Background: an optimization exercise with open tools, aiming at small area, a short achievable clock period and few clock cycles. Do not read the settings as production practice. In this exercise RTL edits were held to simulation tests only and were not proved equivalent to the original. Power is estimated from default activity; no workload was simulated.

[design/flow/flow/run.sh]
#!/bin/bash
# Standard layout, with timing repair aiming for a larger setup slack.
set -euo pipefail
bash standard.sh SETUP_SLACK_MARGIN=7.6 finish > standard_flow.log 2>&1
[design/flow/standard.sh]
#!/bin/bash
# synth_recipe.tcl (not shown) runs the flow's synth.tcl, then flattens the netlist and writes it again
# the make line also repeats each setting of config.mk as NAME=value (left out here)
make -C /OpenROAD-flow-scripts/flow DESIGN_CONFIG=/design/flow/config.mk WORK_HOME=/design/flow/orfs CLKGATE_MAP_FILE= SYNTH_SCRIPT=/design/flow/synth_recipe.tcl "${@:-finish}"
[design/flow/config.mk]
export PLATFORM = sky130hd
export DESIGN_NAME = RV32I_Processor
export DESIGN_NICKNAME = RV32I_Processor
export VERILOG_FILES = /design/flow/design.v
export SDC_FILE = /design/flow/constraint.sdc
export NUM_CORES = 4
export LEC_CHECK = 0
export CAP_MARGIN = 20
export CORE_MARGIN = 2
export CORE_UTILIZATION = 50
export CTS_CLUSTER_DIAMETER = 100
export CTS_CLUSTER_SIZE = 25
export PLACE_DENSITY = 0.7
export SLEW_MARGIN = 20
[design/flow/constraint.sdc]
create_clock -name core_clock -period 11.0 [get_ports {clk}]
set_input_delay 2.2000 -clock core_clock [delete_from_list [all_inputs] [get_ports {clk}]]
set_output_delay 2.2000 -clock core_clock [all_outputs]
set_load 0.01 [all_outputs]
[design/flow/design.v]
module ALU(
    input  [31:0] A, B,
    input         Sub, Add, Xor, Or, And, ShiftL, ShiftR, Sra, Slt, Sltu,
    input         Lt, Ltu,
    output [31:0] Result, Sum
);
    wire [32:0] SumC = {A, 1'b1} + {B, Sub};
    assign Sum = SumC[32:1];
    function [31:0] rev(input [31:0] x);
        integer i;
        for (i = 0; i < 32; i = i + 1) rev[i] = x[31 - i];
    endfunction
    wire [31:0] ShIn  = ShiftL ? rev(A) : A;
    wire        Fill  = Sra & A[31] & ~ShiftL;
    wire [32:0] ShTmp = $signed({Fill, ShIn}) >>> B[4:0];
    wire [31:0] ShOut = ShiftL ? rev(ShTmp[31:0]) : ShTmp[31:0];
    assign Result = ({32{Add}} & Sum) |
                    ({32{Xor}} & (A ^ B)) |
                    ({32{Or}}  & (A | B)) |
                    ({32{And}} & (A & B)) |
                    ({32{ShiftL | ShiftR}} & ShOut) |
                    {31'd0, (Slt & Lt) | (Sltu & Ltu)};
endmodule
module Control_Unit(
    input  [6:0] opcode,
    output isR, isI, isLoad, isStore, isLUI, isAUIPC, isJALR
);
    wire [6:0] o = opcode;
    assign isR      = ~o[6] &  o[5] &  o[4] & ~o[2];    
    assign isI      = ~o[6] & ~o[5] &  o[4] & ~o[2];    
    assign isLoad   = ~o[6] & ~o[5] & ~o[4];            
    assign isStore  = ~o[6] &  o[5] & ~o[4];            
    assign isLUI    = ~o[6] &  o[5] &  o[4] &  o[2];    
    assign isAUIPC  = ~o[6] & ~o[5] &  o[4] &  o[2];    
    assign isJALR   =  o[6] & ~o[3] &  o[2];            
endmodule
module Extend(In, Imm_Ext);
    input  [31:0] In;
    output [31:0] Imm_Ext;
    wire isS = ~In[6] & In[5] & ~In[4];    
    wire isU = ~In[6] & In[4] & In[2];     
    assign Imm_Ext = isU ? {In[31:12], 12'b0} :
                     isS ? {{20{In[31]}}, In[31:25], In[11:7]} :
                           {{20{In[31]}}, In[31:20]};
endmodule
module Register_file(clk, WE3, WD3, A1, A2, A3, RD1, RD2);
    input clk, WE3;
    input  [4:0]  A1, A2, A3;
    input  [31:0] WD3;
    output [31:0] RD1, RD2;
    reg [31:0] Register [1:31];
    always @(posedge clk) begin
        if (WE3 & (A3 != 5'h00))
            Register[A3] <= WD3;
    end
    assign RD1 = Register[A1];
    assign RD2 = Register[A2];
endmodule
module Hazard_unit(
    input        ValidD,
    input  [4:0] Rs1D, Rs2D,
    input        UsesRs1D, UsesRs2D, OpAIsRs1D, OpBIsRs2D,
    input        RegWriteE, LoadE,
    input  [4:0] RdE,
    output       StallD, FwdA, FwdB, FwdS
);
    wire hit1 = RegWriteE & (RdE == Rs1D);
    wire hit2 = RegWriteE & (RdE == Rs2D);
    assign StallD = ValidD & LoadE & ((UsesRs1D & hit1) | (UsesRs2D & hit2));
    assign FwdA   = hit1 & OpAIsRs1D;
    assign FwdB   = hit2 & OpBIsRs2D;
    assign FwdS   = hit2;
endmodule
module Branch_Jump_Control(
    input  [17:0] rCond,
    input         rRR,
    input  [2:0]  Eq, Lt, Ltu,
    output        Redirect
);
    wire [2:0] hit;
    genvar k;
    generate
        for (k = 0; k < 3; k = k + 1) begin : cases
            wire [5:0] r = rCond[6*k +: 6];
            assign hit[k] = (r[0] & Eq[k]) | (r[1] & ~Eq[k]) | (r[2] & Lt[k]) |
                            (r[3] & ~Lt[k]) | (r[4] & Ltu[k]) | (r[5] & ~Ltu[k]);
        end
    endgenerate
    assign Redirect = rRR | (|hit);
endmodule
module RV32I_Processor(
    input         clk,
    input         rst,
    output [31:0] imem_addr,
    input  [31:0] imem_rdata,
    output [31:0] dmem_addr,
    output [31:0] dmem_wdata,
    output        dmem_we,
    input  [31:0] dmem_rdata
);
    reg        RegWriteW, LoadW, MemWriteW;
    reg [4:0]  RdW;
    reg [31:0] ResultW, WriteDataW;
    wire [31:0] WBDataW = LoadW ? dmem_rdata : ResultW;
    reg        RegWriteR;
    reg [4:0]  RdR;
    reg [31:0] WBDataR;
    reg FlushR;
    reg  [31:2] PCF;
    wire [31:2] PCPlus4F = PCF + 30'd1;
    assign imem_addr = {PCF, 2'b00};
    reg         BtbValid;
    reg  [11:2] BtbTag, BtbTarget;
    wire        BtbHitF = BtbValid & (PCF[31:12] == 20'd0) & (PCF[11:2] == BtbTag);
    wire        pdJAL = imem_rdata[6] & imem_rdata[3];
    wire        pdBr  = imem_rdata[6] & ~imem_rdata[2];
    wire [20:0] pdImmJ = {imem_rdata[31], imem_rdata[19:12], imem_rdata[20], imem_rdata[30:21], 1'b0};
    wire [20:0] pdImmB = {{9{imem_rdata[31]}}, imem_rdata[7], imem_rdata[30:25], imem_rdata[11:8], 1'b0};
    wire [20:2] pdImmBJ = imem_rdata[3] ? pdImmJ[20:2] : pdImmB[20:2];
    reg         ValidDr, BtbHitD, isJALD, isBrD;
    reg  [31:0] InstrD;
    reg  [31:2] PCD;
    reg  [20:2] ImmBJD;    
    wire        ValidD = ValidDr & ~FlushR;
    wire [2:0] f3D  = InstrD[14:12];
    wire [4:0] Rs1D = InstrD[19:15];
    wire [4:0] Rs2D = InstrD[24:20];
    wire [4:0] RdD  = InstrD[11:7];
    wire       PredTakenD = isJALD | (isBrD & InstrD[31]);
    wire isRD, isID, isLoadD, isStoreD, isLUID, isAUIPCD, isJALRD;
    Control_Unit control (
        .opcode(InstrD[6:0]),
        .isR(isRD), .isI(isID), .isLoad(isLoadD), .isStore(isStoreD),
        .isLUI(isLUID), .isAUIPC(isAUIPCD), .isJALR(isJALRD)
    );
    wire usesRs1D = isRD | isID | isLoadD | isStoreD | isBrD | isJALRD;
    wire usesRs2D = isRD | isStoreD | isBrD;
    wire WritesD  = (isRD | isID | isLoadD | isLUID | isAUIPCD | isJALD | isJALRD) & (RdD != 5'd0);
    wire [31:0] ImmD;
    Extend extension (.In(InstrD), .Imm_Ext(ImmD));
    wire [31:0] RD1D, RD2D;
    Register_file rf (
        .clk(clk), .WE3(RegWriteR), .WD3(WBDataR),
        .A1(Rs1D), .A2(Rs2D), .A3(RdR),
        .RD1(RD1D), .RD2(RD2D)
    );
    reg         RegWriteEr, LoadEr, StoreEr, JALREr;
    reg  [17:0] rCond;    
    reg         rRR;
    reg  [4:0]  RdE;
    wire        RegWriteE = RegWriteEr;
    wire        LoadE     = LoadEr;
    wire StallD, FwdAD, FwdBD, FwdSD;
    Hazard_unit hazard (
        .ValidD(ValidD), .Rs1D(Rs1D), .Rs2D(Rs2D),
        .UsesRs1D(usesRs1D), .UsesRs2D(usesRs2D),
        .OpAIsRs1D(~(isLUID | isAUIPCD)), .OpBIsRs2D(isRD | isBrD),
        .RegWriteE(RegWriteE), .LoadE(LoadE), .RdE(RdE),
        .StallD(StallD), .FwdA(FwdAD), .FwdB(FwdBD), .FwdS(FwdSD)
    );
    wire [31:2] TargetD  = PCD + {{11{ImmBJD[20]}}, ImmBJD};
    wire [31:2] PCPlus4D = PCD + 30'd1;
    wire        RedirectD = ValidD & PredTakenD & ~BtbHitD & ~StallD;
    wire [12:2] BtbSumD = {1'b0, PCD[11:2]} + {ImmBJD[20], ImmBJD[11:2]};
    wire        BtbAlloc = ValidD & isBrD & InstrD[31] & ~BtbHitD &
                           (PCD[31:12] == 20'd0) & ~BtbSumD[12];
    wire        RedirectE;
    wire [31:2] TargetE;
    always @(posedge clk or posedge rst) begin
        if (rst)
            PCF <= 30'd0;
        else if (RedirectE)
            PCF <= TargetE;
        else if (!StallD)
            PCF <= RedirectD ? TargetD : BtbHitF ? {20'd0, BtbTarget} : PCPlus4F;
    end
    always @(posedge clk or posedge rst) begin
        if (rst) begin
            ValidDr  <= 1'b0;
            FlushR   <= 1'b0;
            BtbValid <= 1'b0;
        end else begin
            ValidDr <= ~RedirectD;
            FlushR  <= RedirectE;
            if (BtbAlloc)
                BtbValid <= 1'b1;
        end
    end
    always @(posedge clk) begin
        if (BtbAlloc) begin
            BtbTag    <= PCD[11:2];
            BtbTarget <= BtbSumD[11:2];
        end
    end
    always @(posedge clk) begin
        if (!StallD) begin
            InstrD  <= imem_rdata;
            PCD     <= PCF;
            BtbHitD <= BtbHitF;
            isJALD  <= pdJAL;
            isBrD   <= pdBr;
            ImmBJD  <= pdImmBJ;
        end
    end
    wire        WbHit1 = RegWriteW & (RdW == Rs1D);
    wire        WbHit2 = RegWriteW & (RdW == Rs2D);
    wire        Rs1Live = ~(isLUID | isAUIPCD) & (Rs1D != 5'd0);
    wire        Rs2Live = (Rs2D != 5'd0);
    wire        SubD    = isRD & (f3D == 3'b000) & InstrD[30];
    wire        BRs2D   = isRD | isBrD;
    wire        RfHit1 = RegWriteR & (RdR == Rs1D);
    wire        RfHit2 = RegWriteR & (RdR == Rs2D);
    wire a_rf = Rs1Live & ~WbHit1 & ~RfHit1;
    wire a_wr = Rs1Live & ~WbHit1 & RfHit1;
    wire a_ld = Rs1Live & WbHit1 & LoadW;
    wire a_rw = Rs1Live & WbHit1 & ~LoadW;
    wire s_rf = Rs2Live & ~WbHit2 & ~RfHit2;
    wire s_wr = Rs2Live & ~WbHit2 & RfHit2;
    wire s_ld = Rs2Live & WbHit2 & LoadW;
    wire s_rw = Rs2Live & WbHit2 & ~LoadW;
    wire [31:0] SubMask = {32{SubD}};
    wire [31:0] OpAD = ({32{a_rf}} & RD1D) | ({32{a_ld}} & dmem_rdata) | ({32{a_wr}} & WBDataR) |
                       ({32{a_rw}} & ResultW) | ({32{isAUIPCD}} & {PCD, 2'b00});
    wire [31:0] Rs2ValD = ({32{s_rf}} & RD2D) | ({32{s_ld}} & dmem_rdata) | ({32{s_wr}} & WBDataR) |
                          ({32{s_rw}} & ResultW);
    wire [31:0] OpBD = ({32{s_rf & BRs2D}} & (RD2D ^ SubMask)) |
                       ({32{s_wr & BRs2D}} & (WBDataR ^ SubMask)) |
                       ({32{s_ld & BRs2D}} & (dmem_rdata ^ SubMask)) |
                       ({32{s_rw & BRs2D}} & (ResultW ^ SubMask)) |
                       ({32{~Rs2Live & SubD}}) |
                       ({32{~BRs2D}} & ImmD);
    wire        IssueD = ValidD & ~StallD;
    wire        PredD  = InstrD[31];
    wire        isOpD  = isRD | isID;
    reg  [31:0] OpAE, OpBE, StoreDataE;
    reg  [31:2] AltE;
    reg         FwdAE, FwdBE, FwdSE, JumpLinkE;
    reg         SubE, SraE, ShiftLE, ShiftRE, SltE, SltuE, XorE, OrE, AndE, AddE;
    wire        IssueE = IssueD & ~RedirectE;
    wire brD  = IssueE & isBrD;
    wire cEq  = brD & ((f3D == 3'b000 & ~PredD) | (f3D == 3'b001 & PredD));
    wire cNe  = brD & ((f3D == 3'b001 & ~PredD) | (f3D == 3'b000 & PredD));
    wire cLt  = brD & ((f3D == 3'b100 & ~PredD) | (f3D == 3'b101 & PredD));
    wire cGe  = brD & ((f3D == 3'b101 & ~PredD) | (f3D == 3'b100 & PredD));
    wire cLtu = brD & ((f3D == 3'b110 & ~PredD) | (f3D == 3'b111 & PredD));
    wire cGeu = brD & ((f3D == 3'b111 & ~PredD) | (f3D == 3'b110 & PredD));
    wire [5:0] cAll = {cGeu, cLtu, cGe, cLt, cNe, cEq};
    wire kAB = ~FwdAD & ~FwdBD, kRB = FwdAD & ~FwdBD, kAR = ~FwdAD & FwdBD;
    wire [17:0] BrSelD = {cAll & {6{kAR}}, cAll & {6{kRB}}, cAll & {6{kAB}}};
    wire        BrRRD  = (cEq | cGe | cGeu) & FwdAD & FwdBD;
    always @(posedge clk or posedge rst) begin
        if (rst) begin
            RegWriteEr <= 1'b0;
            LoadEr     <= 1'b0;
            StoreEr    <= 1'b0;
            JALREr     <= 1'b0;
            rCond      <= 18'd0;
            rRR        <= 1'b0;
        end else begin
            RegWriteEr <= IssueE & WritesD;
            LoadEr     <= IssueE & WritesD & isLoadD;
            StoreEr    <= IssueE & isStoreD;
            JALREr     <= IssueE & isJALRD;
            rCond      <= BrSelD;
            rRR        <= BrRRD;
        end
    end
    always @(posedge clk) begin
        RdE        <= RdD;
        OpAE       <= OpAD;
        OpBE       <= OpBD;
        StoreDataE <= Rs2ValD;
        AltE       <= (isBrD & ~PredD) ? TargetD : PCPlus4D;
        FwdAE      <= FwdAD;
        FwdBE      <= FwdBD;
        FwdSE      <= FwdSD;
        JumpLinkE  <= isJALD | isJALRD;
        AddE    <= ~(isOpD | isJALD | isJALRD) | (isOpD & f3D == 3'b000);
        SubE    <= SubD;
        XorE    <= isOpD & (f3D == 3'b100);
        OrE     <= isOpD & (f3D == 3'b110);
        AndE    <= isOpD & (f3D == 3'b111);
        ShiftLE <= isOpD & (f3D == 3'b001);
        ShiftRE <= isOpD & (f3D == 3'b101);
        SraE    <= InstrD[30];
        SltE    <= isOpD & (f3D == 3'b010);
        SltuE   <= isOpD & (f3D == 3'b011);
    end
    wire [31:0] AE = FwdAE ? ResultW : OpAE;
    wire [31:0] BE = FwdBE ? (ResultW ^ {32{SubE}}) : OpBE;
    wire [31:0] SE = FwdSE ? ResultW : StoreDataE;
    wire eqAB = (OpAE == OpBE),    ltuAB = (OpAE < OpBE);
    wire eqRB = (ResultW == OpBE), ltuRB = (ResultW < OpBE);
    wire eqAR = (OpAE == ResultW), ltuAR = (OpAE < ResultW);
    wire ltAB = (OpAE[31] ^ OpBE[31]) ? OpAE[31] : ltuAB;
    wire ltRB = (ResultW[31] ^ OpBE[31]) ? ResultW[31] : ltuRB;
    wire ltAR = (OpAE[31] ^ ResultW[31]) ? OpAE[31] : ltuAR;
    wire LtuE = FwdAE ? (~FwdBE & ltuRB) : (FwdBE ? ltuAR : ltuAB);
    wire LtE  = FwdAE ? (~FwdBE & ltRB) : (FwdBE ? ltAR : ltAB);
    wire [31:0] ALUResultE, SumE;
    ALU alu (
        .A(AE), .B(BE), .Lt(LtE), .Ltu(LtuE),
        .Sub(SubE), .Add(AddE), .Xor(XorE), .Or(OrE), .And(AndE),
        .ShiftL(ShiftLE), .ShiftR(ShiftRE), .Sra(SraE), .Slt(SltE), .Sltu(SltuE),
        .Result(ALUResultE), .Sum(SumE)
    );
    wire BranchRedirectE;
    Branch_Jump_Control bjc (
        .rCond(rCond), .rRR(rRR),
        .Eq({eqAR, eqRB, eqAB}), .Lt({ltAR, ltRB, ltAB}), .Ltu({ltuAR, ltuRB, ltuAB}),
        .Redirect(BranchRedirectE)
    );
    assign RedirectE = BranchRedirectE | JALREr;
    assign TargetE   = JALREr ? SumE[31:2] : AltE;
    always @(posedge clk or posedge rst) begin
        if (rst) begin
            RegWriteW <= 1'b0;
            RegWriteR <= 1'b0;
            MemWriteW <= 1'b0;
        end else begin
            RegWriteW <= RegWriteE;
            RegWriteR <= RegWriteW;
            MemWriteW <= StoreEr;
        end
    end
    always @(posedge clk) begin
        LoadW      <= LoadEr;
        RdR        <= RdW;
        WBDataR    <= WBDataW;
        RdW        <= RdE;
        ResultW    <= ALUResultE | ({32{JumpLinkE}} & {AltE, 2'b00});
        WriteDataW <= SE;
    end
    assign dmem_addr  = ResultW;
    assign dmem_wdata = WriteDataW;
    assign dmem_we    = MemWriteW;
endmodule
==> results.txt, run 1 <==
* Sequential-to-total area share from yosys stat at 53.4%
* Final wirelength at 263 mm
* Fraction of power consumed by the clock network at 18.0%
* Post-synthesis sequential element count at 1408
* Fin crit share at 32.8%
* Detail Placement HPWL at 161 mm
* Cell Int Power at 10.4 mW
* Cells after Synth at 5302
* Data required time at the worst endpoint at 11.65 ns
* DRC errors left at 0
* Type of the most critical hold path: flip-flop to flip-flop
* Hold violation total from the final report at 0
* Worst-case clock skew at 0.0447 ns
* WL/cell at 35.1 um
* Remaining Overflow, GRT at 0
* Vertical die dimension at 388 um
* Syn-to-layout area delta at 15.4%
* Final weighted congestion in routability-driven placement at 1.04
* Remaining max-slew budget at the tightest pin at 21.1%
* CTS tree: done
* Die extent in x at 388 um
* Number of maximum-capacitance constraint violations at 0
* Layout Nets at 5806
* Leading cell type by number of instances after synthesis: sky130_fd_sc_hd__edfxtp_1
* Synth top area cells: sky130_fd_sc_hd__edfxtp_1 (44%), sky130_fd_sc_hd__mux4_2 (19%), sky130_fd_sc_hd__dfxtp_1 (7.1%)
* Worst skew pair latency at 0.73 ns
* Yosys top cell by area: sky130_fd_sc_hd__edfxtp_1
* Buffers on Ports at 158
* Post-CTS clock slew at the launch and capture registers of the worst setup and hold paths at 0.10 ns
* Leakage power summed over all cells at 29.8 nW
* # rows at 140
* Switching share of total power at 37.5%
* Combinational Power Share at 34.6%
* Async set-or-reset flop fraction in the synthesized netlist at 4.19%
* Critical path capture point type: flip-flop
* Total track usage at 33.8%
* Die outline area at 151000 um2
* Areal power density over the cells at 196 nW/um2
* Area share of the largest cell type after synthesis at 44.3%
* Clk Tree Root Cell: sky130_fd_sc_hd__clkbuf_16
* Total of hold buffers inserted after clock tree synthesis at 0
* Worst-margin pin slew at 1.18 ns
* Final number of setup-violating endpoints at 0
* Via count of the first global-routing pass at 49300
* Total core area at 146000 um2
* Synthesized area per cell at 13.9 um2
* Worst setup SP type: flip-flop
* Achievable clock frequency at 277 MHz
* Number of buffers inserted during clock tree synthesis at 68
* Buffer levels on the longest clock path at 3
* Number of sinks handled by clock tree synthesis at 1408
* Class of the most critical setup path: flip-flop to flip-flop
* Number of search-and-repair iterations in the first detailed-routing pass at 6
* Worst voltage drop across the vdd grid at 0.128 mV
* Count of flip-flops with a built-in enable after synthesis at 1087
* Antenna violations before repair at 3
* Placed cells at 7117
* Final Max Slew Viols at 0
* Starting density of the core at 50.5%
* Post-Place Cell Area at 77400 um2
* Warning count from the yosys run at 3
* Area of all placed cells without fillers at 85100 um2
* Total vias in the final route at 52500
* Setup_tns at 0 ns
* Maximum number of pins on one net before global-route repair at 83
* Flip-flop cell with the highest count after synthesis: sky130_fd_sc_hd__edfxtp_1
* Net Switching at 6.25 mW
* Drt via density at 7.01
* Setup repair after global routing missed its margin: yes
* Endpoint arrival time on the critical path at 4.26 ns
* Run status: timing/DRC/antenna clean
* Layout cells sized above 1 at 30.8%
* Remaining antenna violation count after routing at 0
* Cell Count, Final, Fillers Out at 7490
* Most frequent cells after synthesis: sky130_fd_sc_hd__edfxtp_1 (1087), sky130_fd_sc_hd__mux4_2 (608), sky130_fd_sc_hd__nor2_1 (376), sky130_fd_sc_hd__a21oi_1 (317), sky130_fd_sc_hd__nand2_1 (310)
* CTS H-tree depth at 3
* Wire length of the first global-routing pass at 362 mm
* Unique masters post-synth at 92
* Shortest clock period the worst path allows after layout at 3.61 ns
* Detailed Route Iter0 Violations at 7667
* Sequential share of power at 47.4%
* Post-synthesis instance area at 73700 um2
* Maximum fanout encountered on the critical timing path at 7
* Number of top-level design ports at 163
==> logic make-up after synthesis <==
logic type	Yosys count	share of synthesized area (%)
AO/OA/AOI/OAI	974	8.36
XOR/XNOR	179	2.14
adder cells (fa/ha/maj)	193	3.30
buffers and inverters	545	2.95
flip-flops	1408	53.4
multiplexers	952	23.4
other	1	0.00509
AND/OR/NAND/NOR	1050	6.45
==> placed cells by master, fill, tap and decap left out, types with 37 or more instances in the layout <==
cell type / n
sky130_fd_sc_hd__clkbuf_16: 79
sky130_fd_sc_hd__and3_1: 43
sky130_fd_sc_hd__dfxtp_1: 159
sky130_fd_sc_hd__buf_6: 100
sky130_fd_sc_hd__nand2_1: 303
sky130_fd_sc_hd__mux2i_1: 207
sky130_fd_sc_hd__buf_4: 270
sky130_fd_sc_hd__nand3_1: 72
sky130_fd_sc_hd__mux2_2: 73
sky130_fd_sc_hd__xor2_1: 60
sky130_fd_sc_hd__nor2_1: 346
sky130_fd_sc_hd__clkdlybuf4s50_1: 62
sky130_fd_sc_hd__ha_1: 158
sky130_fd_sc_hd__a211oi_1: 41
sky130_fd_sc_hd__mux4_2: 608
sky130_fd_sc_hd__a21oi_1: 285
sky130_fd_sc_hd__dfxtp_2: 66
sky130_fd_sc_hd__o21ai_0: 216
sky130_fd_sc_hd__xnor2_1: 94
sky130_fd_sc_hd__inv_1: 161
sky130_fd_sc_hd__dfxtp_4: 37
sky130_fd_sc_hd__edfxtp_1: 1087
==> flip-flops by register name, summed over array words and instances (netlist names), 10 cells and up, named ones only <==
signal,flops
rf.Register,992
OpAE,32
OpBE,32
ResultW,32
StoreDataE,32
WBDataR,32
WriteDataW,32
AltE,30
InstrD,30
PCD,30
PCF,30
rCond,18
ImmBJD,12
BtbTag,10
BtbTarget,10
==> worst max-delay path, cell delays in order, from the launching register on <==
cell                        delay (ns)
sky130_fd_sc_hd__dfxtp_4          0.37
sky130_fd_sc_hd__buf_12           0.15
sky130_fd_sc_hd__clkbuf_4         0.18
sky130_fd_sc_hd__buf_4            0.14
sky130_fd_sc_hd__xnor2_1          0.20
sky130_fd_sc_hd__a21oi_2          0.12
sky130_fd_sc_hd__ha_2             0.39
sky130_fd_sc_hd__a21oi_1          0.12
sky130_fd_sc_hd__o21ai_2          0.21
sky130_fd_sc_hd__nor2_2           0.09
sky130_fd_sc_hd__a31oi_4          0.33
sky130_fd_sc_hd__a31oi_4          0.17
sky130_fd_sc_hd__a2111oi_4        0.37
sky130_fd_sc_hd__a32oi_2          0.24
sky130_fd_sc_hd__a32o_2           0.34
sky130_fd_sc_hd__a31oi_1          0.13
==> routing by layer <==
metal	global-route usage (%)	vias to the layer above	share of wire, %
li1	-	21200	-
met1	44.0	26600	36
met2	52.8	3810	46
met3	6.65	818	11
met4	20.0	2	7.9
met5	0	-	0.0049
==> final timing paths <==
check	startpoint	endpoint	slack, ns	cells after the start
max	SubE$_DFF_P_	PCF[31]$_DFFE_PP0P_	7.39	15
min	LoadEr$_DFF_PP0_	LoadW$_DFF_P_	0.40	0
max reg2reg	SubE$_DFF_P_	PCF[31]$_DFFE_PP0P_	7.39	15
min reg2reg	LoadEr$_DFF_PP0_	LoadW$_DFF_P_	0.40	0
max in group asynchronous	rst	PCF[13]$_DFFE_PP0P_	8.23	3
min in group asynchronous	rst	PCF[29]$_DFFE_PP0P_	2.09	3
==> per-stage QoR <==
stage               worst slack, ns  power [mW]  hold slack [ns]  util [%]
finish                         7.39        16.7            0.398      58.2
global route                   7.38        17.1            0.408      58.2
CTS                            7.42        16.0            0.388      56.5
detailed placement             5.84        12.3            0.365      53.0
global placement               5.88        12.3            0.355      53.0
floorplan                      7.50        10.1            0.331         -
==> timing repair <==
action                                  4_1_cts  5_1_grt
endpoints found under the setup margin      300      220
pin swaps                                    45       80
gates resized for setup                     821      280
buffers inserted                            161       90
gates cloned                                 14       11
==> area by class of cell <==
type                       instances  area, um2
inverter                         178        733
sequential                      1408      39600
antenna                            1       2.50
tap                             1917       2400
timing repair inverter             3       28.8
fill                           11300      61000
clock buffer                      84       1840
clock inverter                    11        195
multi-input combinational       3351      34600
timing repair buffer             537       5630
==> power groups by stage <==
stage	registers [mW]	logic, mW	clock network, mW
after global routing	7.97	5.98	3.18
after floorplan	7.50	2.58	0
after detailed placement	8.24	4.10	0
final	7.91	5.76	3.01
after global placement	8.21	4.08	0
after CTS	7.93	5.08	3.01
Testbench counts, summed over its fixed seeds: cycles 61,321.
==> run 2: changes to the inputs <==
==> design/flow/flow/run.sh (replaced) <==
#!/bin/bash
# Standard layout, with timing repair aiming for a larger setup slack.
set -euo pipefail
bash standard.sh SETUP_SLACK_MARGIN=7.5 finish > standard_flow.log 2>&1
--- a/design/flow/config.mk
+++ b/design/flow/config.mk
@@ -7,7 +7,7 @@
 export LEC_CHECK = 0
 export CAP_MARGIN = 20
 export CORE_MARGIN = 2
-export CORE_UTILIZATION = 50
+export CORE_UTILIZATION = 55
 export CTS_CLUSTER_DIAMETER = 100
 export CTS_CLUSTER_SIZE = 25
 export PLACE_DENSITY = 0.7
==> results.txt, run 2 <==
* Run status: timing/DRC/antenna clean (unchanged)
* Number of maximum-capacitance constraint violations at 0 (unchanged)
* Detail Placement HPWL at 158 mm (was 161 mm)
* Critical path, cell by cell: bufbuf_16, xnor2_1, a21oi_1, ha_2, a21oi_1, o21ai_2, o31ai_4, a31oi_4, buf_4, buf_4, a21o_1, a21oi_4, xnor2_4, a221o_1 (was buf_12, clkbuf_4, buf_4, xnor2_1, a21oi_2, ha_2, a21oi_1, o21ai_2, nor2_2, a31oi_4, a31oi_4, a2111oi_4, a32oi_2, a32o_2, a31oi_1)
* Sequential share of power at 48.5% (was 47.4%)
* Post-synthesis instance area at 73700 um2 (unchanged)
* Most frequent cells after synthesis: sky130_fd_sc_hd__edfxtp_1 (1087), sky130_fd_sc_hd__mux4_2 (608), sky130_fd_sc_hd__nor2_1 (376), sky130_fd_sc_hd__a21oi_1 (317), sky130_fd_sc_hd__nand2_1 (310) (unchanged)
* Worst-case clock skew at 0.0334 ns (was 0.0447 ns)
* Setup_tns at 0 ns (unchanged)
* Worst-margin pin slew at 1.14 ns (was 1.18 ns)
* Shortest clock period the worst path allows after layout at 3.62 ns (was 3.61 ns)
* Worst setup SP type: flip-flop (unchanged)
* Net Switching at 6.12 mW (was 6.25 mW)
* Critical path capture point type: flip-flop (unchanged)
* Starting density of the core at 55.3% (was 50.5%)
* Layout cells sized above 1 at 27.9% (was 30.8%)
* Clk Tree Root Cell: sky130_fd_sc_hd__clkbuf_16 (unchanged)
* Total track usage at 36.9% (was 33.8%)
* Leakage power summed over all cells at 29.1 nW (was 29.8 nW)
* Number of buffers inserted during clock tree synthesis at 70 (was 68)
* Cell Count, Final, Fillers Out at 7270 (was 7490)
* Leading cell type by number of instances after synthesis: sky130_fd_sc_hd__edfxtp_1 (unchanged)
* Metal2 WL at 120 mm (about the same)
* Async set-or-reset flop fraction in the synthesized netlist at 4.19% (unchanged)
* Remaining max-slew budget at the tightest pin at 23.4% (was 21.1%)
* Via count of the first global-routing pass at 49700 (was 49300)
* Critical Path Slowest Stage Cell: sky130_fd_sc_hd__dfxtp_4 (was sky130_fd_sc_hd__ha_2)
* Wire length on met3 at 25.2 mm (was 28.5 mm)
* Placement-stage worst setup slack at 5.97 ns (was 5.84 ns)
* WL/cell at 35.1 um (about the same)
* Util after Layout at 62.4% (was 58.2%)
* Combinational Power Share at 32.7% (was 34.6%)
* Final number of setup-violating endpoints at 0 (unchanged)
* Data required time at the worst endpoint at 11.58 ns (was 11.65 ns)
* Worst voltage drop across the vdd grid at 0.153 mV (was 0.128 mV)
* Number of sinks handled by clock tree synthesis at 1408 (unchanged)
* Most common cell after layout, fill and taps aside: sky130_fd_sc_hd__edfxtp_1 (unchanged)
* Fin crit share at 32.9% (was 32.8%)
* Uppermost layer routed: met5 (unchanged)
* Buffers on Ports at 158 (unchanged)
* Cells after Synth at 5302 (unchanged)
* Flip-flop count of the largest register, all copies and words added at 992 (unchanged)
* Detailed Route Iter0 Violations at 7290 (was 7667)
* Final weighted congestion in routability-driven placement at 1.03 (was 1.04)
* Maximum fanout encountered on the critical timing path at 18 (was 7)
* Achievable clock frequency at 276 MHz (was 277 MHz)
* Remaining antenna violation count after routing at 0 (unchanged)
* Cell Int Power at 10.2 mW (was 10.4 mW)
* Fraction of power consumed by the clock network at 18.8% (was 18.0%)
* Biggest cell delay along the critical path at 0.43 ns (was 0.39 ns)
* Buffer levels on the longest clock path at 3 (unchanged)
* Placed cells at 6969 (was 7117)
* M1 wire length at 89.7 mm (was 93.9 mm)
* # rows at 134 (was 140)
* Synthesized area per cell at 13.9 um2 (unchanged)
* Hold slack final at 0.386 ns (was 0.398 ns)
* Endpoint arrival time on the critical path at 4.20 ns (was 4.26 ns)
* Maximum number of pins on one net before global-route repair at 84 (was 83)
* Number of search-and-repair iterations in the first detailed-routing pass at 7 (was 6)
* Total vias in the final route at 51200 (was 52500)
* Drt via density at 7.04 (was 7.01)
* Remaining Overflow, GRT at 0 (unchanged)
* Top register by number of flip-flops: rf.Register (unchanged)
* Worst skew pair latency at 0.72 ns (was 0.73 ns)
* Register-to-register setup slack at 7.38 ns (was 7.39 ns)
* Sequential-to-total area share from yosys stat at 53.4% (unchanged)
* Hold violation total from the final report at 0 (unchanged)
* Overall power consumption at 16.3 mW (was 16.7 mW)
* Area of all placed cells without fillers at 83200 um2 (was 85100 um2)
* CTS tree: done (unchanged)
* Total core area at 133000 um2 (was 146000 um2)
* Number of top-level design ports at 163 (unchanged)
* Final wirelength at 255 mm (was 263 mm)
* Layout Nets at 5721 (was 5806)
* Die outline area at 137000 um2 (was 151000 um2)
* Areal power density over the cells at 196 nW/um2 (about the same)
* Type of the most critical hold path: flip-flop to flip-flop (unchanged)
* CTS H-tree depth at 3 (unchanged)
* Wire length of the first global-routing pass at 358 mm (was 362 mm)
* Setup repair after global routing missed its margin: yes (unchanged)
* Count of flip-flops with a built-in enable after synthesis at 1087 (unchanged)
* Area share of the largest cell type after synthesis at 44.3% (unchanged)
* Warning count from the yosys run at 3 (unchanged)
* Yosys top cell by area: sky130_fd_sc_hd__edfxtp_1 (unchanged)
* Final Max Slew Viols at 0 (unchanged)
* Flip-flop cell with the highest count after synthesis: sky130_fd_sc_hd__edfxtp_1 (unchanged)
* DRC errors left at 0 (unchanged)
* Synth top area cells: sky130_fd_sc_hd__edfxtp_1 (44%), sky130_fd_sc_hd__mux4_2 (19%), sky130_fd_sc_hd__dfxtp_1 (7.1%) (unchanged)
* Syn-to-layout area delta at 12.8% (was 15.4%)
* Most used cells in the layout excluding fill and tap cells: sky130_fd_sc_hd__edfxtp_1 (1087), sky130_fd_sc_hd__mux4_2 (608), sky130_fd_sc_hd__nor2_1 (349) (was sky130_fd_sc_hd__edfxtp_1 (1087), sky130_fd_sc_hd__mux4_2 (608), sky130_fd_sc_hd__nor2_1 (346))
* Antenna violations before repair at 6 (was 3)
* Switching share of total power at 37.6% (was 37.5%)
* Post-synthesis sequential element count at 1408 (unchanged)
* Class of the most critical setup path: flip-flop to flip-flop (unchanged)
* Vertical die dimension at 370 um (was 388 um)
* Post-Place Cell Area at 77300 um2 (was 77400 um2)
* Unique masters post-synth at 92 (unchanged)
* Die extent in x at 370 um (was 388 um)
* Setup WS post-layout at 7.38 ns (was 7.39 ns)
* Post-CTS clock slew at the launch and capture registers of the worst setup and hold paths at 0.11 ns (was 0.10 ns)
## run 2: final cells by class
cell class	instances	area (um2)
Clock buffer	97	1910
Inverter	178	712
Antenna cell	1	2.50
Timing Repair inverter	1	6.26
Tap cell	1768	2210
Sequential cell	1408	39600
Fill cell	9960	50100
Timing Repair Buffer	453	4510
Multi-Input combinational cell	3350	34000
Clock inverter	14	218
## run 2: critical path, delay by kind of cell (launching register included)
family	cells	cell delay [ns]
AOI/OAI and AO/OA	8	1.74
DFF	1	0.43
xor gates and xnor gates	2	0.25
adders and majority gates	1	0.37
buffers and inverters	3	0.69
## run 2: logic make-up after synthesis
logic type	share of synthesized area [%]
adders and majority gates	3.30
muxes	23.4
xor gates and xnor gates	2.14
DFF	53.4
buffers and inverters	2.95
other	0.00509
AOI/OAI and AO/OA	8.36
and+or+nand+nor	6.45
## run 2: repair_timing
action                                  in CTS  in global routing
buffers inserted                           134                 35
pin swaps                                   29                 50
hold buffers                                 0                  0
resized for setup                          654                196
endpoints found under the setup margin     277                171
gates cloned                                16                  4
## run 2: worst paths after layout
path	startpoint	endpoint	depth (start not counted)
max	SubE$_DFF_P_	ResultW[19]$_DFF_P_	14
min	LoadEr$_DFF_PP0_	LoadW$_DFF_P_	0
max reg2reg	SubE$_DFF_P_	ResultW[19]$_DFF_P_	14
min reg2reg	LoadEr$_DFF_PP0_	LoadW$_DFF_P_	0
max in group asynchronous	rst	PCF[18]$_DFFE_PP0P_	3
min in group asynchronous	rst	PCF[30]$_DFFE_PP0P_	3
## run 2: metal layers
metal,vias up,GRT usage [%]
li1,21100,-
met1,26000,46.5
met2,3282,58.8
met3,810,7.02
met4,2,24.1
met5,-,0
## run 2: power by group through the flow
stage / combinational [mW] / clock, mW / sequential [mW]
6_report: 5.34 / 3.06 / 7.90
5_1_grt: 5.57 / 3.23 / 7.97
4_1_cts: 4.92 / 3.07 / 7.87
3_5_place_dp: 4.13 / 0 / 8.20
3_3_place_gp: 4.09 / 0 / 8.17
2_1_floorplan: 2.58 / 0 / 7.50
==> run 3: changes to the inputs <==
--- a/design/flow/design.v
+++ b/design/flow/design.v
@@ -102,9 +102,6 @@
     reg [4:0]  RdW;
     reg [31:0] ResultW, WriteDataW;
     wire [31:0] WBDataW = LoadW ? dmem_rdata : ResultW;
-    reg        RegWriteR;
-    reg [4:0]  RdR;
-    reg [31:0] WBDataR;
     reg FlushR;
     reg  [31:2] PCF;
     wire [31:2] PCPlus4F = PCF + 30'd1;
@@ -140,8 +137,8 @@
     Extend extension (.In(InstrD), .Imm_Ext(ImmD));
     wire [31:0] RD1D, RD2D;
     Register_file rf (
-        .clk(clk), .WE3(RegWriteR), .WD3(WBDataR),
-        .A1(Rs1D), .A2(Rs2D), .A3(RdR),
+        .clk(clk), .WE3(RegWriteW), .WD3(WBDataW),
+        .A1(Rs1D), .A2(Rs2D), .A3(RdW),
         .RD1(RD1D), .RD2(RD2D)
     );
     reg         RegWriteEr, LoadEr, StoreEr, JALREr;
@@ -208,23 +205,18 @@
     wire        Rs2Live = (Rs2D != 5'd0);
     wire        SubD    = isRD & (f3D == 3'b000) & InstrD[30];
     wire        BRs2D   = isRD | isBrD;
-    wire        RfHit1 = RegWriteR & (RdR == Rs1D);
-    wire        RfHit2 = RegWriteR & (RdR == Rs2D);
-    wire a_rf = Rs1Live & ~WbHit1 & ~RfHit1;
-    wire a_wr = Rs1Live & ~WbHit1 & RfHit1;
+    wire a_rf = Rs1Live & ~WbHit1;
     wire a_ld = Rs1Live & WbHit1 & LoadW;
     wire a_rw = Rs1Live & WbHit1 & ~LoadW;
-    wire s_rf = Rs2Live & ~WbHit2 & ~RfHit2;
-    wire s_wr = Rs2Live & ~WbHit2 & RfHit2;
+    wire s_rf = Rs2Live & ~WbHit2;
     wire s_ld = Rs2Live & WbHit2 & LoadW;
     wire s_rw = Rs2Live & WbHit2 & ~LoadW;
     wire [31:0] SubMask = {32{SubD}};
-    wire [31:0] OpAD = ({32{a_rf}} & RD1D) | ({32{a_ld}} & dmem_rdata) | ({32{a_wr}} & WBDataR) |
+    wire [31:0] OpAD = ({32{a_rf}} & RD1D) | ({32{a_ld}} & dmem_rdata) |
                        ({32{a_rw}} & ResultW) | ({32{isAUIPCD}} & {PCD, 2'b00});
-    wire [31:0] Rs2ValD = ({32{s_rf}} & RD2D) | ({32{s_ld}} & dmem_rdata) | ({32{s_wr}} & WBDataR) |
+    wire [31:0] Rs2ValD = ({32{s_rf}} & RD2D) | ({32{s_ld}} & dmem_rdata) |
                           ({32{s_rw}} & ResultW);
     wire [31:0] OpBD = ({32{s_rf & BRs2D}} & (RD2D ^ SubMask)) |
-                       ({32{s_wr & BRs2D}} & (WBDataR ^ SubMask)) |
                        ({32{s_ld & BRs2D}} & (dmem_rdata ^ SubMask)) |
                        ({32{s_rw & BRs2D}} & (ResultW ^ SubMask)) |
                        ({32{~Rs2Live & SubD}}) |
@@ -315,18 +307,14 @@
     always @(posedge clk or posedge rst) begin
         if (rst) begin
             RegWriteW <= 1'b0;
-            RegWriteR <= 1'b0;
             MemWriteW <= 1'b0;
         end else begin
             RegWriteW <= RegWriteE;
-            RegWriteR <= RegWriteW;
             MemWriteW <= StoreEr;
         end
     end
     always @(posedge clk) begin
         LoadW      <= LoadEr;
-        RdR        <= RdW;
-        WBDataR    <= WBDataW;
         RdW        <= RdE;
         ResultW    <= ALUResultE | ({32{JumpLinkE}} & {AltE, 2'b00});
         WriteDataW <= SE;
--- a/design/flow/config.mk
+++ b/design/flow/config.mk
@@ -5,10 +5,10 @@
 export SDC_FILE = /design/flow/constraint.sdc
 export NUM_CORES = 4
 export LEC_CHECK = 0
-export CAP_MARGIN = 20
+export CAP_MARGIN = 5
 export CORE_MARGIN = 2
 export CORE_UTILIZATION = 55
 export CTS_CLUSTER_DIAMETER = 100
 export CTS_CLUSTER_SIZE = 25
 export PLACE_DENSITY = 0.7
-export SLEW_MARGIN = 20
+export SLEW_MARGIN = 5
==> results.txt, run 3 <==
* Run status: timing/DRC/antenna clean (unchanged)
* Met3 track utilization from global routing at 8.05% (was 7.02%)
* Number of search-and-repair iterations in the first detailed-routing pass at 9 (was 7)
* Worst skew pair latency at 0.73 ns (was 0.72 ns)
* Data required time at the worst endpoint at 11.63 ns (was 11.58 ns)
* Achievable clock frequency at 264 MHz (was 276 MHz)
* Overall power consumption at 16.4 mW (was 16.3 mW)
* Yosys top cell by area: sky130_fd_sc_hd__edfxtp_1 (unchanged)
* Hold violation total from the final report at 0 (unchanged)
* Layout cells sized above 1 at 29.6% (was 27.9%)
* Remaining max-slew budget at the tightest pin at 20.6% (was 23.4%)
* Total of hold buffers inserted after clock tree synthesis at 0 (unchanged)
* Total vias in the final route at 50500 (was 51200)
* Clk Tree Root Cell: sky130_fd_sc_hd__clkbuf_16 (unchanged)
* Buffers on Ports at 158 (unchanged)
* Wire length of the first global-routing pass at 353 mm (was 358 mm)
* Total track usage at 37.2% (was 36.9%)
* CTS tree: done (unchanged)
* Busiest layer in global routing: met2 (unchanged)
* Number of top-level design ports at 163 (unchanged)
* Number of sinks handled by clock tree synthesis at 1370 (was 1408)
* Synth top area cells: sky130_fd_sc_hd__edfxtp_1 (45%), sky130_fd_sc_hd__mux4_2 (19%), sky130_fd_sc_hd__dfxtp_1 (6.3%) (was sky130_fd_sc_hd__edfxtp_1 (44%), sky130_fd_sc_hd__mux4_2 (19%), sky130_fd_sc_hd__dfxtp_1 (7.1%))
* Count of flip-flops with a built-in enable after synthesis at 1087 (unchanged)
* Starting density of the core at 55.5% (was 55.3%)
* Die extent in x at 366 um (was 370 um)
* Worst voltage drop across the vdd grid at 0.117 mV (was 0.153 mV)
* Areal power density over the cells at 201 nW/um2 (was 196 nW/um2)
* Post-synthesis instance area at 72000 um2 (was 73700 um2)
* Syn-to-layout area delta at 13.7% (was 12.8%)
* Global-route track usage on met2 at 57.5% (was 58.8%)
* Number of maximum-capacitance constraint violations at 0 (unchanged)
* Cells after Synth at 5072 (was 5302)
* Total core area at 130000 um2 (was 133000 um2)
* Leading cell type by number of instances after synthesis: sky130_fd_sc_hd__edfxtp_1 (unchanged)
* Synthesized area per cell at 14.2 um2 (was 13.9 um2)
* Maximum fanout encountered on the critical timing path at 5 (was 18)
* Flip-flop count of the largest register, all copies and words added at 992 (unchanged)
* Most frequent cells after synthesis: sky130_fd_sc_hd__edfxtp_1 (1087), sky130_fd_sc_hd__mux4_2 (608), sky130_fd_sc_hd__nand2_1 (337), sky130_fd_sc_hd__o21ai_0 (274), sky130_fd_sc_hd__nor2_1 (273) (was sky130_fd_sc_hd__edfxtp_1 (1087), sky130_fd_sc_hd__mux4_2 (608), sky130_fd_sc_hd__nor2_1 (376), sky130_fd_sc_hd__a21oi_1 (317), sky130_fd_sc_hd__nand2_1 (310))
* Final wirelength at 254 mm (was 255 mm)
* Setup repair after global routing missed its margin: yes (unchanged)
* Antenna violations before repair at 8 (was 6)
* Type of the most critical hold path: flip-flop to flip-flop (unchanged)
* Worst setup SP type: flip-flop (unchanged)
* Buffer levels on the longest clock path at 3 (unchanged)
* Shortest clock period the worst path allows after layout at 3.79 ns (was 3.62 ns)
* Fill cell total of the finished layout at 9549 (was 9960)
* Leakage power summed over all cells at 28.6 nW (was 29.1 nW)
* Post-CTS clock slew at the launch and capture registers of the worst setup and hold paths at 0.11 ns (about the same)
* Endpoint arrival time on the critical path at 4.41 ns (was 4.20 ns)
* Flip-flop cell with the highest count after synthesis: sky130_fd_sc_hd__edfxtp_1 (unchanged)
* Post-synthesis sequential element count at 1370 (was 1408)
* Vertical die dimension at 366 um (was 370 um)
* Warning count from the yosys run at 3 (unchanged)
* Worst-margin pin slew at 1.19 ns (was 1.14 ns)
* Final Max Slew Viols at 0 (unchanged)
* Most used cells in the layout excluding fill and tap cells: sky130_fd_sc_hd__edfxtp_1 (1087), sky130_fd_sc_hd__mux4_2 (608), sky130_fd_sc_hd__nand2_1 (335) (was sky130_fd_sc_hd__edfxtp_1 (1087), sky130_fd_sc_hd__mux4_2 (608), sky130_fd_sc_hd__nor2_1 (349))
* # rows at 132 (was 134)
* Area share of the largest cell type after synthesis at 45.3% (was 44.3%)
* Drt via density at 7.11 (was 7.04)
* Sequential-to-total area share from yosys stat at 53.6% (was 53.4%)
* Via count of the first global-routing pass at 48700 (was 49700)
* WL/cell at 35.8 um (was 35.1 um)
* Final number of setup-violating endpoints at 0 (unchanged)
* Top register by number of flip-flops: rf.Register (unchanged)
* Unique masters post-synth at 85 (was 92)
* Class of the most critical setup path: flip-flop to flip-flop (unchanged)
* Die outline area at 134000 um2 (was 137000 um2)
* CTS H-tree depth at 3 (unchanged)
* Final weighted congestion in routability-driven placement at 0.992 (was 1.03)
* Fin crit share at 34.4% (was 32.9%)
* Critical path capture point type: flip-flop (unchanged)
* Detailed Route Iter0 Violations at 7647 (was 7290)
* Global-route track usage on met1 at 47.3% (was 46.5%)
* Remaining Overflow, GRT at 0 (unchanged)
* DRC errors left at 0 (unchanged)
* Detail Placement HPWL at 153 mm (was 158 mm)
* Layout Nets at 5580 (was 5721)
* Async set-or-reset flop fraction in the synthesized netlist at 4.23% (was 4.19%)
* Number of buffers inserted during clock tree synthesis at 68 (was 70)
* Maximum number of pins on one net before global-route repair at 122 (was 84)
* Worst-case clock skew at 0.0524 ns (was 0.0334 ns)
* Most common cell after layout, fill and taps aside: sky130_fd_sc_hd__edfxtp_1 (unchanged)
* Setup_tns at 0 ns (unchanged)
* Remaining antenna violation count after routing at 0 (unchanged)
run 3: changes by cell type in the layout (fill, tap and decap cells not counted), sizes merged, moves of 14 or more:
cell    change
clkbuf     -19
nand2      +27
and3       -19
nor2      -103
dfxtp      -37
a22o       -34
a211oi     -28
buf        +56
a221oi     -16
o21ai      +31
a21o       +21
a21oi      -51
inv        -14
run 3: final timing paths:
path,from,end,slack [ns],cells after the start
hold reg to reg,LoadEr$_DFF_PP0_,LoadW$_DFF_P_,0.39,0
max in group asynchronous,rst,PCF[16]$_DFFE_PP0P_,8.25,3
hold / removal,LoadEr$_DFF_PP0_,LoadW$_DFF_P_,0.39,0
setup / recovery,FwdBE$_DFF_P_,PCF[9]$_DFFE_PP0P_,7.21,15
setup reg to reg,FwdBE$_DFF_P_,PCF[9]$_DFFE_PP0P_,7.21,15
min in group asynchronous,rst,BtbValid$_DFFE_PP0P_,2.10,3
run 3: final cells by class:
type	instances	area (um2)	share of cell area (%)
repair inverters	3	38.8	0.0474
inverters	169	711	0.868
well taps	1742	2180	2.66
repair buffers	506	5060	6.18
multi-input cells	3203	33100	40.4
clock buffers	82	1780	2.17
flip-flops and latches	1370	38800	47.4
diodes	4	10.0	0.0122
clock inverters	16	190	0.232
run 3: through the flow:
stage	instance area [um2]	cells	worst slack, ns	util (%)	hold slack [ns]
after floorplan	72100	5073	7.35	-	0.331
after global placement	75800	6762	5.81	58.5	0.377
after detailed placement	75800	6762	5.73	58.5	0.370
after CTS	80300	7016	7.29	61.9	0.393
after global routing	81900	7091	7.24	63.2	0.400
final	81900	7095	7.21	63.2	0.394
run 3: what timing repair did:
action / in CTS / in global routing
gates resized for setup: 641 / 235
buffers inserted: 142 / 66
gates cloned: 14 / 9
pin swaps: 27 / 40
setup endpoints to repair: 273 / 174
run 3: cells by family (layout without fill, tap and decap cells):
| family | after synthesis | in the layout | share of synthesized area [%] |
|---|---|---|---|
| buffers and inverters | 502 | 776 | 2.76 |
| xor gates and xnor gates | 173 | 173 | 2.10 |
| and+or+nand+nor | 965 | 965 | 6.18 |
| AOI/OAI and AO/OA | 900 | 902 | 7.80 |
| adders and majority gates | 193 | 193 | 3.37 |
| other | 1 | 6 | 0.00521 |
| muxes | 968 | 968 | 24.2 |
| DFF | 1370 | 1370 | 53.6 |
run 3: routing by layer:
layer  routed length (um)  part of all wire [%]
met1                88700                    35
met3                28100                    11
met4                21700                   8.5
met2               116000                    46
met5                   44                 0.017
run 3: worst max-delay path, cell delays in order (launching register included):
cell and delay, ns:
sky130_fd_sc_hd__dfxtp_4 0.48, sky130_fd_sc_hd__clkinvlp_4 0.25, sky130_fd_sc_hd__o21ai_4 0.24, sky130_fd_sc_hd__buf_12 0.15, sky130_fd_sc_hd__clkinv_16 0.05, sky130_fd_sc_hd__fa_2 0.42, sky130_fd_sc_hd__nor2b_4 0.17, sky130_fd_sc_hd__o31ai_4 0.08
sky130_fd_sc_hd__a22oi_2 0.17, sky130_fd_sc_hd__buf_4 0.14, sky130_fd_sc_hd__buf_4 0.10, sky130_fd_sc_hd__a21o_1 0.10, sky130_fd_sc_hd__a21oi_1 0.07, sky130_fd_sc_hd__xnor2_1 0.71, sky130_fd_sc_hd__mux2i_1 0.33, sky130_fd_sc_hd__mux2i_1 0.21
run 3: where the power goes:
group / total (mW) / internal [mW] / switching, mW
Sequential: 7.29 / 6.62 / 0.666
Clock: 2.91 / 1.19 / 1.72
Combinational: 6.24 / 2.40 / 3.85
Total: 16.4 / 10.2 / 6.23
Testbench counts of run 3, summed over its fixed seeds: cycles 61,321.
==> run 4: changes to the inputs <==
--- a/design/flow/config.mk
+++ b/design/flow/config.mk
@@ -5,10 +5,10 @@
 export SDC_FILE = /design/flow/constraint.sdc
 export NUM_CORES = 4
 export LEC_CHECK = 0
-export CAP_MARGIN = 5
+export CAP_MARGIN = 20
 export CORE_MARGIN = 2
 export CORE_UTILIZATION = 55
 export CTS_CLUSTER_DIAMETER = 100
 export CTS_CLUSTER_SIZE = 25
 export PLACE_DENSITY = 0.7
-export SLEW_MARGIN = 5
+export SLEW_MARGIN = 20
==> results.txt, run 4 <==
* Shortest clock period the worst path allows after layout at 3.68 ns (was 3.79 ns)
* Total track usage at 37.1% (was 37.2%)
* Synth top area cells: sky130_fd_sc_hd__edfxtp_1 (45%), sky130_fd_sc_hd__mux4_2 (19%), sky130_fd_sc_hd__dfxtp_1 (6.3%) (unchanged)
* Leakage power summed over all cells at 28.4 nW (was 28.6 nW)
* Yosys top cell by area: sky130_fd_sc_hd__edfxtp_1 (unchanged)
* Vertical die dimension at 366 um (unchanged)
* Via count of the first global-routing pass at 48300 (was 48700)
* Total of hold buffers inserted after clock tree synthesis at 0 (unchanged)
* Final weighted congestion in routability-driven placement at 0.992 (unchanged)
* Data required time at the worst endpoint at 11.60 ns (was 11.63 ns)
* Placed cells at 6762 (unchanged)
* Remaining max-slew budget at the tightest pin at 28.2% (was 20.6%)
* CTS H-tree depth at 3 (unchanged)
* Unique masters post-synth at 85 (unchanged)
* Final wirelength at 253 mm (was 254 mm)
* Die extent in x at 366 um (unchanged)
* Adder and majority cell fraction of the synthesized area at 3.37% (unchanged)
* Util after Layout at 62.8% (was 63.2%)
* DRC errors left at 0 (unchanged)
* Worst-margin pin slew at 1.06 ns (was 1.19 ns)
* Number of sinks handled by clock tree synthesis at 1370 (unchanged)
* Cell Count, Final, Fillers Out at 7077 (was 7095)
* Async set-or-reset flop fraction in the synthesized netlist at 4.23% (unchanged)
* Maximum fanout encountered on the critical timing path at 4 (was 5)
* Remaining antenna violation count after routing at 0 (unchanged)
* Die outline area at 134000 um2 (unchanged)
* Layout Nets at 5562 (was 5580)
* Drt via density at 7.12 (was 7.11)
* Area share of the largest cell type after synthesis at 45.3% (unchanged)
* Area share of and/or/nand/nor cells after synthesis at 6.18% (unchanged)
* Flip-flop count of the largest register, all copies and words added at 992 (unchanged)
* Class of the most critical setup path: flip-flop to flip-flop (unchanged)
* Cells after Synth at 5072 (unchanged)
* Post-synthesis sequential element count at 1370 (unchanged)
* Type of the most critical hold path: flip-flop to flip-flop (unchanged)
* Synthesized area per cell at 14.2 um2 (unchanged)
* Warning count from the yosys run at 3 (unchanged)
* M1 wire length at 87.4 mm (was 88.7 mm)
* Most common cell after layout, fill and taps aside: sky130_fd_sc_hd__edfxtp_1 (unchanged)
* Share of the synthesized netlist area taken by xor and xnor gates at 2.10% (unchanged)
* Number of buffers inserted during clock tree synthesis at 67 (was 68)
* Detailed Route Iter0 Violations at 8169 (was 7647)
* Wire length of the first global-routing pass at 353 mm (about the same)
* Maximum number of pins on one net before global-route repair at 122 (unchanged)
* Hold slack final at 0.397 ns (was 0.394 ns)
* CTS tree: done (unchanged)
* Largest family of logic cells by synthesized area: multiplexers (unchanged)
* Setup repair after global routing missed its margin: yes (unchanged)
* Number of top-level design ports at 163 (unchanged)
* Multiplexer share of the synthesized area at 24.2% (unchanged)
* Detail Placement HPWL at 153 mm (about the same)
* Achievable clock frequency at 271 MHz (was 264 MHz)
* Areal power density over the cells at 200 nW/um2 (was 201 nW/um2)
* Uppermost layer routed: met5 (unchanged)
* Flip-flop cell with the highest count after synthesis: sky130_fd_sc_hd__edfxtp_1 (unchanged)
* Worst-case clock skew at 0.0479 ns (was 0.0524 ns)
* Wire length on met3 at 28.2 mm (was 28.1 mm)
* Final Max Slew Viols at 0 (unchanged)
* Setup_tns at 0 ns (unchanged)
* Starting density of the core at 55.5% (unchanged)
* Crit path launch: FwdAE$_DFF_P_ (was FwdBE$_DFF_P_)
* Endpoint arrival time on the critical path at 4.28 ns (was 4.41 ns)
* Fin crit share at 33.5% (was 34.4%)
* Number of search-and-repair iterations in the first detailed-routing pass at 8 (was 9)
* Layout cells sized above 1 at 28.9% (was 29.6%)
* Total vias in the final route at 50400 (was 50500)
* Compound-Gate Fraction of Synth Area at 7.80% (unchanged)
* Critical path capture point type: flip-flop (unchanged)
* Worst skew pair latency at 0.70 ns (was 0.73 ns)
* Metal2 WL at 115 mm (was 116 mm)
* Setup WS post-layout at 7.32 ns (was 7.21 ns)
* Final number of setup-violating endpoints at 0 (unchanged)
* Top register by number of flip-flops: rf.Register (unchanged)
* Most used cells in the layout excluding fill and tap cells: sky130_fd_sc_hd__edfxtp_1 (1087), sky130_fd_sc_hd__mux4_2 (608), sky130_fd_sc_hd__nand2_1 (334) (was sky130_fd_sc_hd__edfxtp_1 (1087), sky130_fd_sc_hd__mux4_2 (608), sky130_fd_sc_hd__nand2_1 (335))
* Worst setup SP type: flip-flop (unchanged)
* Hold violation total from the final report at 0 (unchanged)
* Post-synthesis instance area at 72000 um2 (unchanged)
* Leading cell type by number of instances after synthesis: sky130_fd_sc_hd__edfxtp_1 (unchanged)
* Hold Path Origin: RdE[0]$_DFF_P_ (was LoadEr$_DFF_PP0_)
* Buffers on Ports at 158 (unchanged)
* Remaining Overflow, GRT at 0 (unchanged)
* Most frequent cells after synthesis: sky130_fd_sc_hd__edfxtp_1 (1087), sky130_fd_sc_hd__mux4_2 (608), sky130_fd_sc_hd__nand2_1 (337), sky130_fd_sc_hd__o21ai_0 (274), sky130_fd_sc_hd__nor2_1 (273) (unchanged)
* Buffer levels on the longest clock path at 3 (unchanged)
* Number of maximum-capacitance constraint violations at 0 (unchanged)
* Clk Tree Root Cell: sky130_fd_sc_hd__clkbuf_16 (unchanged)
* Worst voltage drop across the vdd grid at 0.121 mV (was 0.117 mV)
* Placement-stage worst setup slack at 5.75 ns (was 5.73 ns)
* Antenna violations before repair at 13 (was 8)
* WL/cell at 35.7 um (was 35.8 um)
* Run status: timing/DRC/antenna clean (unchanged)
* # rows at 132 (unchanged)
* Post-CTS clock slew at the launch and capture registers of the worst setup and hold paths at 0.12 ns (was 0.11 ns)
* Sequential-to-total area share from yosys stat at 53.6% (unchanged)
* Total core area at 130000 um2 (unchanged)
* Reg2reg start: FwdAE$_DFF_P_ (was FwdBE$_DFF_P_)
* Syn-to-layout area delta at 13.2% (was 13.7%)
* Count of flip-flops with a built-in enable after synthesis at 1087 (unchanged)
[run 4: cell types whose count changed in the layout (fill, tap and decap cells not counted), moves of 4 or more]
cell	before	now
sky130_fd_sc_hd__clkbuf_16	76	71
sky130_fd_sc_hd__diode_2	4	8
sky130_fd_sc_hd__buf_4	253	249
sky130_fd_sc_hd__buf_6	69	52
sky130_fd_sc_hd__o21ai_1	16	20
sky130_fd_sc_hd__dlygate4sd2_1	10	14
sky130_fd_sc_hd__clkdlybuf4s15_1	7	16
[run 4: final timing paths]
kind                                             end  cells after the start  slack, ns
worst max-delay path             PCF[19]$_DFFE_PP0P_                     13       7.32
worst max register to register   PCF[19]$_DFFE_PP0P_                     13       7.32
worst min register to register        RdW[0]$_DFF_P_                      0       0.40
min in group asynchronous       BtbValid$_DFFE_PP0P_                      3       2.11
max in group asynchronous        PCF[30]$_DFFE_PP0P_                      3       8.22
worst min-delay path                  RdW[0]$_DFF_P_                      0       0.40
[run 4: kinds of logic after synthesis]
group                      after synthesis
other                                    1
AOI/OAI and AO/OA                      900
buffers and inverters                  502
xor gates and xnor gates               173
muxes                                  968
and+or+nand+nor                        965
adders and majority gates              193
DFF                                   1370
[run 4: per-stage QoR]
stage | power [mW] | cell area [um2]
6_report | 16.3 | 81500
5_1_grt | 16.7 | 81500
4_1_cts | 15.8 | 80200
3_5_place_dp | 12.3 | 75900
3_3_place_gp | 12.2 | 75800
2_1_floorplan | 10.0 | 72100
[run 4: final cells by class]
cell class,instances,area (um2)
fillers,9583,48200
clock buffers,82,1730
repair buffers,488,4770
inverters,169,697
flip-flops and latches,1370,38800
repair inverters,3,45.0
diodes,8,20.0
clock inverters,11,144
well taps,1742,2180
multi-input cells,3204,33100
[run 4: where the power goes]
group | switching, mW | total [mW] | internal (mW) | leakage (nW)
Sequential | 0.634 | 7.26 | 6.62 | 12.6
Clock | 1.67 | 2.83 | 1.16 | 0.909
Combinational | 3.85 | 6.20 | 2.36 | 14.9
Total | 6.15 | 16.3 | 10.1 | 28.4
[run 4: repair_timing]
| action | in CTS | in global routing |
|---|---|---|
| gates resized for setup | 614 | 188 |
| pin swaps | 32 | 32 |
| endpoints found under the setup margin | 272 | 160 |
| cloned | 13 | 7 |
| hold endpoints to repair | 0 | 0 |
| buffers inserted | 143 | 51 |
[run 4: per-layer routing]
| metal | track usage (%) | up-vias |
|---|---|---|
| met5 | 0 | - |
| met4 | 24.9 | 10 |
| met3 | 7.72 | 860 |
| met2 | 57.1 | 3680 |
| met1 | 47.7 | 25400 |
| li1 | - | 20500 |
[run 4: critical path, cell delays in order, from the launching register on]
cell	delay, ns
sky130_fd_sc_hd__dfxtp_4	0.44
sky130_fd_sc_hd__buf_4	0.17
sky130_fd_sc_hd__mux2i_4	0.40
sky130_fd_sc_hd__buf_4	0.18
sky130_fd_sc_hd__buf_4	0.11
sky130_fd_sc_hd__fa_2	0.28
sky130_fd_sc_hd__nor2b_4	0.07
sky130_fd_sc_hd__o31ai_4	0.28
sky130_fd_sc_hd__a22oi_2	0.13
sky130_fd_sc_hd__a21o_1	0.22
sky130_fd_sc_hd__o21ai_0	0.21
sky130_fd_sc_hd__xor2_1	0.56
sky130_fd_sc_hd__a21oi_1	0.23
sky130_fd_sc_hd__mux2_2	0.31
==> run 5: changes to the inputs <==
==> design/flow/flow/run.sh (replaced) <==
#!/bin/bash
# Standard layout, with timing repair aiming for a larger setup slack.
set -euo pipefail
bash standard.sh SETUP_SLACK_MARGIN=7.4 finish > standard_flow.log 2>&1
==> results.txt, run 5 <==
* Total of hold buffers inserted after clock tree synthesis at 0 (unchanged)
* Worst-case clock skew at 0.0431 ns (was 0.0479 ns)
* Register-to-register setup slack at 7.26 ns (was 7.32 ns)
* Leading cell type by number of instances after synthesis: sky130_fd_sc_hd__edfxtp_1 (unchanged)
* Setup WS post-layout at 7.26 ns (was 7.32 ns)
* Drt via density at 7.08 (was 7.12)
* Starting density of the core at 55.5% (unchanged)
* Cells after Synth at 5072 (unchanged)
* Worst-margin pin slew at 1.21 ns (was 1.06 ns)
* Wire length on met3 at 24.9 mm (was 28.2 mm)
* Largest family of logic cells by synthesized area: multiplexers (unchanged)
* Top register by number of flip-flops: rf.Register (unchanged)
* Maximum number of pins on one net before global-route repair at 146 (was 122)
* Maximum fanout encountered on the critical timing path at 13 (was 4)
* CTS H-tree depth at 3 (unchanged)
* Metal2 WL at 117 mm (was 115 mm)
* Fin crit share at 34.0% (was 33.5%)
* Class of the most critical setup path: flip-flop to flip-flop (unchanged)
* Worst setup SP type: flip-flop (unchanged)
* Hold Path Origin: StoreEr$_DFF_PP0_ (was RdE[0]$_DFF_P_)
* Multiplexer share of the synthesized area at 24.2% (unchanged)
* Clk Tree Root Cell: sky130_fd_sc_hd__clkbuf_16 (unchanged)
* # rows at 132 (unchanged)
* Syn-to-layout area delta at 13.2% (about the same)
* Shortest clock period the worst path allows after layout at 3.74 ns (was 3.68 ns)
* Remaining max-slew budget at the tightest pin at 18.0% (was 28.2%)
* Data required time at the worst endpoint at 11.58 ns (was 11.60 ns)
* Endpoint of the lowest-slack register-to-register path: PCF[2]$_DFFE_PP0P_ (was PCF[19]$_DFFE_PP0P_)
* Areal power density over the cells at 200 nW/um2 (about the same)
* Worst-case reg-to-reg path depth at 16 (was 13)
* Number of sinks handled by clock tree synthesis at 1370 (unchanged)
* Most used cells in the layout excluding fill and tap cells: sky130_fd_sc_hd__edfxtp_1 (1087), sky130_fd_sc_hd__mux4_2 (608), sky130_fd_sc_hd__nand2_1 (336) (was sky130_fd_sc_hd__edfxtp_1 (1087), sky130_fd_sc_hd__mux4_2 (608), sky130_fd_sc_hd__nand2_1 (334))
* Total core area at 130000 um2 (unchanged)
* Via count of the first global-routing pass at 47700 (was 48300)
* Type of the most critical hold path: flip-flop to flip-flop (unchanged)
* Final weighted congestion in routability-driven placement at 1.03 (was 0.992)
* Hold violation total from the final report at 0 (unchanged)
* Flip-flop cell with the highest count after synthesis: sky130_fd_sc_hd__edfxtp_1 (unchanged)
* Async set-or-reset flop fraction in the synthesized netlist at 4.23% (unchanged)
* Worst voltage drop across the vdd grid at 0.140 mV (was 0.121 mV)
* Buffers on Ports at 158 (unchanged)
* DRC errors left at 0 (unchanged)
* Adder and majority cell fraction of the synthesized area at 3.37% (unchanged)
* Placement-stage worst setup slack at 5.49 ns (was 5.75 ns)
* Run status: timing/DRC/antenna clean (unchanged)
* Flip-flop count of the largest register, all copies and words added at 992 (unchanged)
* Endpoint arrival time on the critical path at 4.32 ns (was 4.28 ns)
* Remaining antenna violation count after routing at 0 (unchanged)
* Post-synthesis sequential element count at 1370 (unchanged)
run 5: cell counts after synthesis:
No cell type changed its count.
run 5: kinds of logic after synthesis:
family	after synthesis
flip-flops	1370
multiplexers	968
AND/OR/NAND/NOR	965
AO/OA/AOI/OAI	900
buffers and inverters	502
adder cells (fa/ha/maj)	193
XOR/XNOR	173
other	1
run 5: cell type report:
cell class	instances	area, um2
fillers	9539	48100
clock buffers	97	1870
multi-input cells	3202	33000
diodes	2	5.00
well taps	1742	2180
flip-flops and latches	1370	38800
clock inverters	13	219
repair buffers	478	4740
inverters	169	672
repair inverters	4	35.0
run 5: report_power, final:
part | internal, mW | leakage [nW] | total (mW) | switching, mW
registers | 6.62 | 12.6 | 7.22 | 0.598
clock network | 1.26 | 1.01 | 3.00 | 1.74
logic | 2.29 | 14.9 | 6.11 | 3.82
run 5: worst max-delay path, cell delays in order, from the launching register on:
cell	delay, ns
sky130_fd_sc_hd__dfxtp_2	0.32
sky130_fd_sc_hd__buf_6	0.12
sky130_fd_sc_hd__buf_12	0.13
sky130_fd_sc_hd__inv_1	0.31
sky130_fd_sc_hd__ha_1	0.32
sky130_fd_sc_hd__and4_1	0.23
sky130_fd_sc_hd__a221o_1	0.34
sky130_fd_sc_hd__a211o_1	0.30
sky130_fd_sc_hd__buf_4	0.15
sky130_fd_sc_hd__a21oi_2	0.16
sky130_fd_sc_hd__o211ai_1	0.20
sky130_fd_sc_hd__a2111oi_4	0.28
sky130_fd_sc_hd__and2_4	0.22
sky130_fd_sc_hd__buf_12	0.17
sky130_fd_sc_hd__buf_4	0.15
sky130_fd_sc_hd__inv_6	0.08
sky130_fd_sc_hd__mux2i_1	0.13
run 5: worst max path at each step:
stage	start	end	cells after the start
finish	ResultW[9]$_DFF_P_	PCF[2]$_DFFE_PP0P_	16
global route	PCF[25]$_DFFE_PP0P_	PCF[31]$_DFFE_PP0P_	10
CTS	PCF[24]$_DFFE_PP0P_	PCF[31]$_DFFE_PP0P_	10
detailed placement	SubE$_DFF_P_	PCF[31]$_DFFE_PP0P_	16
global placement	SubE$_DFF_P_	PCF[31]$_DFFE_PP0P_	16
floorplan	dmem_rdata[8]	OpBE[8]$_DFF_P_	6
run 5: what timing repair did:
action	4_1_cts	5_1_grt
pin swaps	24	42
gates resized for setup	508	153
buffers inserted	131	51
cloned	12	8
setup endpoints to repair	274	136
run 5: metrics by stage:
stage | util, % | hold slack [ns] | cells | instance area [um2]
after floorplan | - | 0.331 | 5073 | 72100
after global placement | 58.5 | 0.335 | 6763 | 75900
after detailed placement | 58.5 | 0.335 | 6763 | 75900
after CTS | 61.9 | 0.357 | 7016 | 80300
after global routing | 62.9 | 0.380 | 7075 | 81500
final | 62.9 | 0.356 | 7077 | 81500
run 5: per-layer routing:
layer / vias to the layer above / track usage, %
met4: 6 / 24.1
met1: 25400 / 47.5
met5: - / 0
li1: 20400 / -
met3: 812 / 6.16
met2: 3395 / 58.1

## separate check: timing with driven ports
Ports are ideal in the flow. The routed layouts listed here were re-timed in OpenROAD.
Step 1, drivers: a clkbuf_16 drives clk and a buf_2 each remaining input, both assumed.
Step 2 also shifts input and output timing later by t, the mid clock arrival at the registers, as if the neighbouring blocks saw the same clock.
Three values: ideal ports, drivers, drivers and shift; two values: the first two.
run	t (ns)	slack for setup (ns)
run 1	0.783	7.392 / 7.359 / 6.875
run 2	0.791	7.381 / 7.381 / 6.763
run 3	0.785	7.214 / 7.214 / 6.768
run 4	0.758	7.315 / 7.251 / 6.759
run 5	0.790	7.257 / 7.257 / 6.652
After both steps every run listed still meets setup and hold.
